Background: an optimization exercise with open tools, aiming at small area. Do not read the settings as production practice. In this exercise RTL edits were held to simulation tests only and were not proved equivalent to the original. Power and IR drop assume default switching activity.

==> flow/design.v <==
module FSMs(
    input clk, reset, start,
    input i_done, i_data_received_key,
    input i_data_received_text,
    input [127:0] data,
    input i_byte_subs, i_shift_rows,
    input i_mix_columns,
    input i_key_addition, i_round_key_get_ready,
    output reg [3:0] round_cnt,
    output reg o_add, o_substitute, o_shift_rows, o_mix_columns,
    output reg o_calc_round_key, o_send, o_load,
    output reg [127:0] cipher_text
  );
  reg [127:0] text, key;
  reg st_key, o_process, i_process;
  reg o_finished, i_finished;
  always @(posedge clk) begin
    if (i_data_received_text) text <= data;
    if (i_data_received_key) key <= data;
  end
  always @(posedge clk)
    cipher_text <= (o_send & ~reset) ? text ^ key : 128'd0;
  wire m_idle = ~(o_load | st_key | o_process | o_send);
  always @(posedge clk) begin
    if (reset) begin
      o_load <= 1'b0;
      st_key <= 1'b0;
      o_process <= 1'b0;
      o_send <= 1'b0;
      i_process <= 1'b0;
    end else begin
      o_load <= (m_idle & start) | (o_load & ~i_data_received_text);
      st_key <= (o_load & i_data_received_text) | (st_key & ~i_data_received_key);
      o_process <= (st_key & i_data_received_key) | (o_process & ~i_finished);
      o_send <= (o_process & i_finished) | (o_send & ~i_done);
      i_process <= o_process;
    end
  end
  always @(posedge clk) i_finished <= o_finished;
  wire e_wait = ~(o_add | o_calc_round_key | o_substitute | o_shift_rows | o_mix_columns);
  wire last = (round_cnt == 4'd9);
  wire go = e_wait & i_process & i_key_addition;
  wire ka_done = o_add & i_round_key_get_ready;
  always @(posedge clk) begin
    if (reset) begin
      round_cnt <= 4'hf;
      o_finished <= 1'b0;
      o_add <= 1'b0;
      o_calc_round_key <= 1'b0;
      o_substitute <= 1'b0;
      o_shift_rows <= 1'b0;
      o_mix_columns <= 1'b0;
    end else begin
      if (ka_done) round_cnt <= round_cnt + 4'd1;
      if (go) o_finished <= 1'b0;
      else if (ka_done & last) o_finished <= 1'b1;
      o_add <= go | (o_add & ~i_round_key_get_ready)
             | (o_shift_rows & last & i_key_addition)
             | (o_mix_columns & i_key_addition);
      o_calc_round_key <= (ka_done & ~last) | (o_calc_round_key & ~i_byte_subs);
      o_substitute <= (o_calc_round_key & i_byte_subs) | (o_substitute & ~i_shift_rows);
      o_shift_rows <= (o_substitute & i_shift_rows)
                    | (o_shift_rows & ~(last ? i_key_addition : i_mix_columns));
      o_mix_columns <= (o_shift_rows & ~last & i_mix_columns) | (o_mix_columns & ~i_key_addition);
    end
  end
endmodule
clock: 5.0 ns
lec_check: 0
cap_margin: 20
core_margin: 2
core_utilization: 70
slew_margin: 20
standard.sh (not shown) runs the stock make flow with config.mk's settings and CLKGATE_MAP_FILE= SYNTH_SCRIPT=/design/flow/synth_recipe.tcl, a recipe that flattens the netlist after the stock synthesis.
==> flow/flow/run.sh <==
#!/bin/bash
# The standard ORFS flow (the standard.sh, standard synthesis unchanged) with two
# changes: port buffers are the smallest buffer (buf_1) instead of the cell
# buffer_ports picks by default, and CTS uses clkbuf_8 with moderate sink clusters
# and no dummy loads. Each tool's output is kept in this folder's logs.
set -euo pipefail
bash standard.sh \
  "BUFFER_PORTS_ARGS=-buffer_cell sky130_fd_sc_hd__buf_1" \
  "CTS_ARGS=-sink_clustering_enable -repair_clock_nets -dont_use_dummy_load -sink_clustering_size 20 -sink_clustering_max_diameter 60 -buf_list sky130_fd_sc_hd__clkbuf_8" \
  finish > flow_make.log 2>&1
cp -r orfs/logs orfs_logs 2>/dev/null || true
==> next run, changes <==
--- a/flow/design.v
+++ b/flow/design.v
@@ -28,15 +28,16 @@
       o_process <= 1'b0;
       o_send <= 1'b0;
       i_process <= 1'b0;
+      i_finished <= 1'b0;
     end else begin
       o_load <= (m_idle & start) | (o_load & ~i_data_received_text);
       st_key <= (o_load & i_data_received_text) | (st_key & ~i_data_received_key);
       o_process <= (st_key & i_data_received_key) | (o_process & ~i_finished);
       o_send <= (o_process & i_finished) | (o_send & ~i_done);
       i_process <= o_process;
+      i_finished <= o_finished;
     end
   end
-  always @(posedge clk) i_finished <= o_finished;
   wire e_wait = ~(o_add | o_calc_round_key | o_substitute | o_shift_rows | o_mix_columns);
   wire last = (round_cnt == 4'd9);
   wire go = e_wait & i_process & i_key_addition;
Outcome: The changed run passed the timing, DRC and antenna checks; synthesized area went up slightly; via count is unchanged; wire length falls slightly; hold slack improved by 0.11 ns; non-clock buffer count stays the same; register-to-register slack improves by 0.02 ns; sequential power barely changes.

## what the ideal ports hide
In the flow no input, the clock included, has a driving cell. The finished layouts below were timed again as built, in two steps.
Step 1, drivers: a clkbuf_16 drives clk and a buf_2 each remaining input, both assumed.
Step 2 adds t to the input delays and takes it off the output delays; t is the mean of the earliest and latest rising clock arrival at the registers after step 1. Input paths then give back, and output paths get back, about the clock's delay inside the block.
Slacks: no drivers / after step 1 / after step 2; pairs: no drivers / after step 1.
run | shift t [ns] | setup slack, ns | worst setup path after step 2 | slew at the worst register clock pin (ns)
the first run | 0.573 | 2.587 / 2.599 / 2.026 | input to register | 0.11 / 0.11
the second run | 0.572 | 2.633 / 2.645 / 2.074 | input to register | 0.12 / 0.12
After both steps setup and hold are still met in every run listed. The setup slack of the first run, which loses most, moves by +0.012 ns with the drivers and by -0.561 ns with both steps.
